Background: an optimization exercise with open tools, aiming at small area. Do not read the settings as production practice. In this exercise RTL edits were held to simulation tests only and were not proved equivalent to the original.

// cordic_pipelined
module cordic_pipelined
(
	input  clk,rst,
	input  signed [15:0] z,
	output signed [15:0] x,y
);
	reg [15:0] z0_r;
	always @ (posedge clk) z0_r <= z;
	wire [15:0] zn1;
	cordic_zstep #(.W(16),.SITA(12868)) zs1 (.z_in(z0_r), .z_out(zn1));
	reg [15:0] z1_r;
	reg [0:0] d1_r;
	always @ (posedge clk) begin z1_r <= zn1[15:0]; d1_r <= z0_r[15]; end
	wire [15:0] zn2;
	cordic_zstep #(.W(16),.SITA(7596)) zs2 (.z_in(z1_r), .z_out(zn2));
	reg [14:0] z2_r;
	reg [1:0] d2_r;
	always @ (posedge clk) begin z2_r <= zn2[14:0]; d2_r <= {z1_r[15], d1_r}; end
	wire [14:0] zn3;
	cordic_zstep #(.W(15),.SITA(4014)) zs3 (.z_in(z2_r), .z_out(zn3));
	reg [14:0] z3_r;
	reg [2:0] d3_r;
	always @ (posedge clk) begin z3_r <= zn3[14:0]; d3_r <= {z2_r[14], d2_r}; end
	wire [14:0] zn4;
	cordic_zstep #(.W(15),.SITA(2037)) zs4 (.z_in(z3_r), .z_out(zn4));
	reg [13:0] z4_r;
	reg [3:0] d4_r;
	always @ (posedge clk) begin z4_r <= zn4[13:0]; d4_r <= {z3_r[14], d3_r}; end
	wire [13:0] zn5;
	cordic_zstep #(.W(14),.SITA(1023)) zs5 (.z_in(z4_r), .z_out(zn5));
	wire ovf = ~(&zn5[13:10]) & (|zn5[13:10]);
	wire [8:0] dl = ovf ? {9{zn5[13]}} : {zn5[10], ~zn5[9:2]};   
	reg [13:0] d5_r;   
	always @ (posedge clk) d5_r <= {dl[0],dl[1],dl[2],dl[3],dl[4],dl[5],dl[6],dl[7],dl[8], z4_r[13], d4_r};
	reg [13:0] d7_r;
	always @ (posedge clk) d7_r <= d5_r[13:0];
	reg [13:0] d8_r;
	always @ (posedge clk) d8_r <= d7_r[13:0];
	reg [13:0] d9_r;
	always @ (posedge clk) d9_r <= d8_r[13:0];
	reg [13:0] d10_r;
	always @ (posedge clk) d10_r <= d9_r[13:0];
	wire [15:0] tx, ty;
	cordic_table tab (.d(d10_r[5:0]), .x(tx), .y(ty));
	wire [15:0] x7_c, y7_c;
	cordic_cell #(.N(6),.CS(5)) it6 (.d(d10_r[6]), .x_in(tx), .y_in(ty), .x_out(x7_c), .y_out(y7_c));
	reg [6:0] d11_r;
	always @ (posedge clk) d11_r <= d10_r[13:7];
	reg [15:0] x11_r, y11_r;
	always @ (posedge clk) begin x11_r <= x7_c; y11_r <= y7_c; end
	wire [15:0] x8_c, y8_c;
  ...
Size: ~50 I/O pins, roughly 0.016 mm² of cells after synthesis.
==> module cordic_pipelined, before the edit <==
module cordic_pipelined
(
	input  clk,rst,
	input  signed [15:0] z,
	output signed [15:0] x,y
);
	reg [15:0] z0_r;
	always @ (posedge clk) z0_r <= z;
	wire [15:0] zn1;
	cordic_zstep #(.W(16),.SITA(12868)) zs1 (.z_in(z0_r), .z_out(zn1));
	reg [15:0] z1_r;
	reg [0:0] d1_r;
	always @ (posedge clk) begin z1_r <= zn1[15:0]; d1_r <= z0_r[15]; end
	wire [15:0] zn2;
	cordic_zstep #(.W(16),.SITA(7596)) zs2 (.z_in(z1_r), .z_out(zn2));
	reg [14:0] z2_r;
	reg [1:0] d2_r;
	always @ (posedge clk) begin z2_r <= zn2[14:0]; d2_r <= {z1_r[15], d1_r}; end
	wire [14:0] zn3;
	cordic_zstep #(.W(15),.SITA(4014)) zs3 (.z_in(z2_r), .z_out(zn3));
	reg [14:0] z3_r;
	reg [2:0] d3_r;
	always @ (posedge clk) begin z3_r <= zn3[14:0]; d3_r <= {z2_r[14], d2_r}; end
	wire [14:0] zn4;
	cordic_zstep #(.W(15),.SITA(2037)) zs4 (.z_in(z3_r), .z_out(zn4));
	reg [13:0] z4_r;
	reg [3:0] d4_r;
	always @ (posedge clk) begin z4_r <= zn4[13:0]; d4_r <= {z3_r[14], d3_r}; end
	wire [13:0] zn5;
	cordic_zstep #(.W(14),.SITA(1023)) zs5 (.z_in(z4_r), .z_out(zn5));
	wire ovf = ~(&zn5[13:10]) & (|zn5[13:10]);
	wire [8:0] dl = ovf ? {9{zn5[13]}} : {zn5[10], ~zn5[9:2]};   
	reg [13:0] d5_r;   
	always @ (posedge clk) d5_r <= {dl[0],dl[1],dl[2],dl[3],dl[4],dl[5],dl[6],dl[7],dl[8], z4_r[13], d4_r};
	reg [13:0] d7_r;
	always @ (posedge clk) d7_r <= d5_r[13:0];
	reg [13:0] d8_r;
	always @ (posedge clk) d8_r <= d7_r[13:0];
	reg [13:0] d9_r;
	always @ (posedge clk) d9_r <= d8_r[13:0];
	reg [13:0] d10_r;
	always @ (posedge clk) d10_r <= d9_r[13:0];
	wire [15:0] tx, ty;
	cordic_table tab (.d(d10_r[5:0]), .x(tx), .y(ty));
	wire [15:0] x7_c, y7_c;
	cordic_cell #(.N(6),.CS(5)) it6 (.d(d10_r[6]), .x_in(tx), .y_in(ty), .x_out(x7_c), .y_out(y7_c));
	reg [6:0] d11_r;
	always @ (posedge clk) d11_r <= d10_r[13:7];
	reg [15:0] x11_r, y11_r;
	always @ (posedge clk) begin x11_r <= x7_c; y11_r <= y7_c; end
	wire [15:0] x8_c, y8_c;
	cordic_cell #(.N(7),.LA(1),.F(1)) it7 (.d(d11_r[0]), .x_in(x11_r), .y_in(y11_r), .x_out(x8_c), .y_out(y8_c));
	wire [15:0] x9_c, y9_c;
	cordic_cell #(.N(8)) it8 (.d(d11_r[1]), .x_in(x8_c), .y_in(y8_c), .x_out(x9_c), .y_out(y9_c));
	reg [4:0] d12_r;
	always @ (posedge clk) d12_r <= d11_r[6:2];
	reg [15:0] x12_r, y12_r;
	always @ (posedge clk) begin x12_r <= x9_c; y12_r <= y9_c; end
	wire [15:0] x10_c, y10_c;
	cordic_cell #(.N(9),.LA(1)) it9 (.d(d12_r[0]), .x_in(x12_r), .y_in(y12_r), .x_out(x10_c), .y_out(y10_c));
	wire [15:0] x11_c, y11_c;
	cordic_cell #(.N(10)) it10 (.d(d12_r[1]), .x_in(x10_c), .y_in(y10_c), .x_out(x11_c), .y_out(y11_c));
	reg [2:0] d13_r;
	always @ (posedge clk) d13_r <= d12_r[4:2];
	reg [15:0] x13_r, y13_r;
	always @ (posedge clk) begin x13_r <= x11_c; y13_r <= y11_c; end
	wire [15:0] x12_c, y12_c;
	cordic_cell #(.N(11),.LA(1)) it11 (.d(d13_r[0]), .x_in(x13_r), .y_in(y13_r), .x_out(x12_c), .y_out(y12_c));
	wire [15:0] x13_c, y13_c;
	cordic_cell #(.N(12)) it12 (.d(d13_r[1]), .x_in(x12_c), .y_in(y12_c), .x_out(x13_c), .y_out(y13_c));
	reg [0:0] d14_r;
	always @ (posedge clk) d14_r <= d13_r[2:2];
	reg [15:0] x14_r, y14_r;
	always @ (posedge clk) begin x14_r <= x13_c; y14_r <= y13_c; end
	wire [15:0] x14_c, y14_c;
	cordic_cell #(.N(13)) it13 (.d(d14_r[0]), .x_in(x14_r), .y_in(y14_r), .x_out(x14_c), .y_out(y14_c));
	assign x = x14_c;
	assign y = y14_c;
endmodule
clock: 7.0 ns
lec_check: 0
cap_margin: 20
core_margin: 2
core_utilization: 40
cts_buf_list: sky130_fd_sc_hd__clkbuf_8
cts_cluster_diameter: 60
cts_cluster_size: 20
gpl_timing_driven: 0
slew_margin: 20
standard.sh (not shown) runs the stock make flow with config.mk's settings and CLKGATE_MAP_FILE= SYNTH_SCRIPT=/design/flow/synth_recipe.tcl, a recipe that flattens the netlist after the stock synthesis.
==> flow/flow/run.sh <==
#!/bin/bash
# Layout flow: the standard flow (standard.sh) with the synthesised netlist
# re-optimised before floorplanning. The registers (their names and cells),
# the full adders and ports are kept; only the gates between them
# change, and the logic function stays the same:
#   1. fixpol.py re-chooses the polarity of each full adder and XOR gate so
#      that the inverters Yosys's extract_fa left around them go away (a full
#      adder is self-dual; an XOR gate absorbs input inversions and can be
#      swapped for an XNOR);
#   2. ABC re-maps the remaining gates for area (deepsyn, then map -a);
#   3. fixpol.py again.
# Port buffers use buf_1; CTS inserts no dummy loads. Each tool writes its full output to a log file of its
# own in this folder.
set -euo pipefail
W=$(pwd)
R="$W/orfs/results/${FLOW_PLATFORM}/cordic_pipelined/base"
LIB="$FLOW_HOME/platforms/${FLOW_PLATFORM}/lib/sky130_fd_sc_hd__tt_025C_1v80.lib"
YOSYS="$FLOW_HOME/../tools/install/yosys/bin/yosys"
[[ -x "$YOSYS" ]] || YOSYS=yosys
PORTBUF="BUFFER_PORTS_ARGS=-buffer_cell sky130_fd_sc_hd__buf_1"
# clock tree: the standard CTS call with config.mk's clustering, without dummy loads
CTSARGS="CTS_ARGS=-sink_clustering_enable -repair_clock_nets -dont_use_dummy_load -sink_clustering_size 20 -sink_clustering_max_diameter 60 -buf_list sky130_fd_sc_hd__clkbuf_8"
DONTUSE=$(sed -n '/^export DONT_USE_CELLS/,/^$/p' "$FLOW_HOME/platforms/${FLOW_PLATFORM}/config.mk" \
  | grep -o 'sky130_fd_sc_hd__[a-z0-9_]*' | sed 's/^/-dont_use /' | tr '\n' ' ')
PERIOD_PS=$(python3 -c "print(int(round(float('$FLOW_PERIOD_NS') * 1000)))")

# 1. standard synthesis (synth_recipe.tcl), netlist only
bash standard.sh "$PORTBUF" "$R/1_2_yosys.v" > "$W/flow_01_synth.log" 2>&1
cp "$R/1_2_yosys.v" "$W/net_0_synth.v"

top_only() {  # keep only the top module of a Yosys-written netlist
  python3 - "$1" "$2" "$FLOW_TOP" <<'PY'
import re, sys
t = open(sys.argv[1]).read()
mods = re.split(r'(?=^module )', t, flags=re.M)
keep = [m for m in mods if re.match(r'module %s\s*\(' % re.escape(sys.argv[3]), m)]
assert len(keep) == 1
open(sys.argv[2], 'w').write(keep[0])
PY
}

fixpol() {  # $1 in.v $2 out.v $3 log tag
  "$YOSYS" -p "read_liberty -lib $LIB; read_verilog $1; hierarchy -top $FLOW_TOP; write_json $W/$3_in.json" > "$W/flow_$3_read.log" 2>&1
  python3 "$W/flow/fixpol.py" "$W/$3_in.json" "$W/$3_out.json" > "$W/flow_$3_fixpol.log" 2>&1
  "$YOSYS" -p "read_json $W/$3_out.json; hierarchy -top $FLOW_TOP; opt_clean; write_verilog -noattr -nohex -nodec $W/$3_all.v" > "$W/flow_$3_write.log" 2>&1
  top_only "$W/$3_all.v" "$2"
}

# 2. polarity fix
fixpol "$W/net_0_synth.v" "$W/net_1_fixpol.v" 02

# 3. area re-mapping of the gates between registers, adders and ports
cat > "$W/resyn.abc" <<ABC
strash
&get -n
&deepsyn -J 50 -T 600
&put
dch
map -a
topo
ABC
KEEP="sky130_fd_sc_hd__fa_1 sky130_fd_sc_hd__fa_2 sky130_fd_sc_hd__fa_4 sky130_fd_sc_hd__dfxtp_1 sky130_fd_sc_hd__dfxtp_2 sky130_fd_sc_hd__dfxtp_4 sky130_fd_sc_hd__conb_1"
"$YOSYS" -p "read_liberty -ignore_miss_func $LIB; read_verilog $W/net_1_fixpol.v; hierarchy -top $FLOW_TOP; \
  setattr -mod -set keep_hierarchy 1 $KEEP; flatten; opt_clean; select $FLOW_TOP; \
  abc -D $PERIOD_PS -script $W/resyn.abc -liberty $LIB $DONTUSE; select -clear; opt_clean; \
  hierarchy -top $FLOW_TOP; write_verilog -noattr -nohex -nodec $W/03_all.v" > "$W/flow_03_resyn.log" 2>&1
top_only "$W/03_all.v" "$W/net_2_resyn.v"

# 4. polarity fix again
fixpol "$W/net_2_resyn.v" "$W/net_3_fixpol.v" 04

# keep the re-optimised netlist only if it has the same registers
python3 - "$W/net_0_synth.v" "$W/net_3_fixpol.v" > "$W/flow_05_regcheck.log" 2>&1 <<'PY'
import re, sys
def regs(f):
    t = open(f).read()
    return sorted(re.findall(r'(sky130_fd_sc_hd__df\w+)\s+(\S+)\s*\(', t))
a, b = regs(sys.argv[1]), regs(sys.argv[2])
print(len(a), 'registers in synthesis,', len(b), 'after')
assert [n for _, n in a] == [n for _, n in b], 'register names differ'
PY
cp "$W/net_3_fixpol.v" "$R/1_2_yosys.v"

# 5. the rest of the standard flow, from the re-optimised netlist
bash standard.sh "$PORTBUF" "$CTSARGS" finish > "$W/flow_06_layout.log" 2>&1
Other scripts of this flow, unchanged in this note and not shown: flow/flow/fixpol.py
The starting point finished with timing, DRC and antenna clean.
Then changed:
--- a/flow/design.v
+++ b/flow/design.v
@@ -210,28 +210,30 @@
 	reg [13:0] d7_r;
 	always @ (posedge clk) d7_r <= d5_r[13:0];
 	reg [13:0] d8_r;
 	always @ (posedge clk) d8_r <= d7_r[13:0];
 	reg [13:0] d9_r;
 	always @ (posedge clk) d9_r <= d8_r[13:0];
-	reg [13:0] d10_r;
-	always @ (posedge clk) d10_r <= d9_r[13:0];
 	wire [15:0] tx, ty;
-	cordic_table tab (.d(d10_r[5:0]), .x(tx), .y(ty));
+	cordic_table tab (.d(d9_r[5:0]), .x(tx), .y(ty));
 	wire [15:0] x7_c, y7_c;
-	cordic_cell #(.N(6),.CS(5)) it6 (.d(d10_r[6]), .x_in(tx), .y_in(ty), .x_out(x7_c), .y_out(y7_c));
-	reg [6:0] d11_r;
-	always @ (posedge clk) d11_r <= d10_r[13:7];
+	cordic_cell #(.N(6),.CS(5)) it6 (.d(d9_r[6]), .x_in(tx), .y_in(ty), .x_out(x7_c), .y_out(y7_c));
+	reg [6:0] d10_r;
+	always @ (posedge clk) d10_r <= d9_r[13:7];
+	reg [15:0] x10_r, y10_r;
+	always @ (posedge clk) begin x10_r <= x7_c; y10_r <= y7_c; end
+	wire [15:0] x8_c, y8_c;
+	cordic_cell #(.N(7)) it7 (.d(d10_r[0]), .x_in(x10_r), .y_in(y10_r), .x_out(x8_c), .y_out(y8_c));
+	reg [5:0] d11_r;
+	always @ (posedge clk) d11_r <= d10_r[6:1];
 	reg [15:0] x11_r, y11_r;
-	always @ (posedge clk) begin x11_r <= x7_c; y11_r <= y7_c; end
-	wire [15:0] x8_c, y8_c;
-	cordic_cell #(.N(7),.LA(1),.F(1)) it7 (.d(d11_r[0]), .x_in(x11_r), .y_in(y11_r), .x_out(x8_c), .y_out(y8_c));
+	always @ (posedge clk) begin x11_r <= x8_c; y11_r <= y8_c; end
 	wire [15:0] x9_c, y9_c;
-	cordic_cell #(.N(8)) it8 (.d(d11_r[1]), .x_in(x8_c), .y_in(y8_c), .x_out(x9_c), .y_out(y9_c));
+	cordic_cell #(.N(8)) it8 (.d(d11_r[0]), .x_in(x11_r), .y_in(y11_r), .x_out(x9_c), .y_out(y9_c));
 	reg [4:0] d12_r;
-	always @ (posedge clk) d12_r <= d11_r[6:2];
+	always @ (posedge clk) d12_r <= d11_r[5:1];
 	reg [15:0] x12_r, y12_r;
 	always @ (posedge clk) begin x12_r <= x9_c; y12_r <= y9_c; end
 	wire [15:0] x10_c, y10_c;
 	cordic_cell #(.N(9),.LA(1)) it9 (.d(d12_r[0]), .x_in(x12_r), .y_in(y12_r), .x_out(x10_c), .y_out(y10_c));
 	wire [15:0] x11_c, y11_c;
 	cordic_cell #(.N(10)) it10 (.d(d12_r[1]), .x_in(x10_c), .y_in(y10_c), .x_out(x11_c), .y_out(y11_c));
What happened: Wire length came out higher by a few percent. Design area rose by a few percent. Sequential cell count came out higher by 24. Maximum frequency climbs slightly. Synthesized area came out higher by a few percent. Die area grows by a few percent. Cell count is higher slightly.

what the ideal ports hide:
No port has a modelled driver above. Below, the same layouts with a new extraction and two added sets of constraints.
Step 1, drivers: a clkbuf_16 drives clk and a buf_2 each remaining input, both assumed.
Step 2 adds t to the input delays and takes it off the output delays; t is the mean of the earliest and latest rising clock arrival at the registers after step 1. Input paths then give back, and output paths get back, about the clock's delay inside the block.
a / b / c = ideal ports / drivers / drivers and shift; a / b = the first two.
| run | t (ns) | setup slack, ns | hold WS [ns] |
|---|---|---|---|
| the first run | 0.597 | 0.357 / 0.357 / 0.357 | 0.291 / 0.291 / 0.291 |
| the second run | 0.593 | 0.435 / 0.435 / 0.435 | 0.276 / 0.276 / 0.276 |
After both steps every run listed still meets setup and hold.
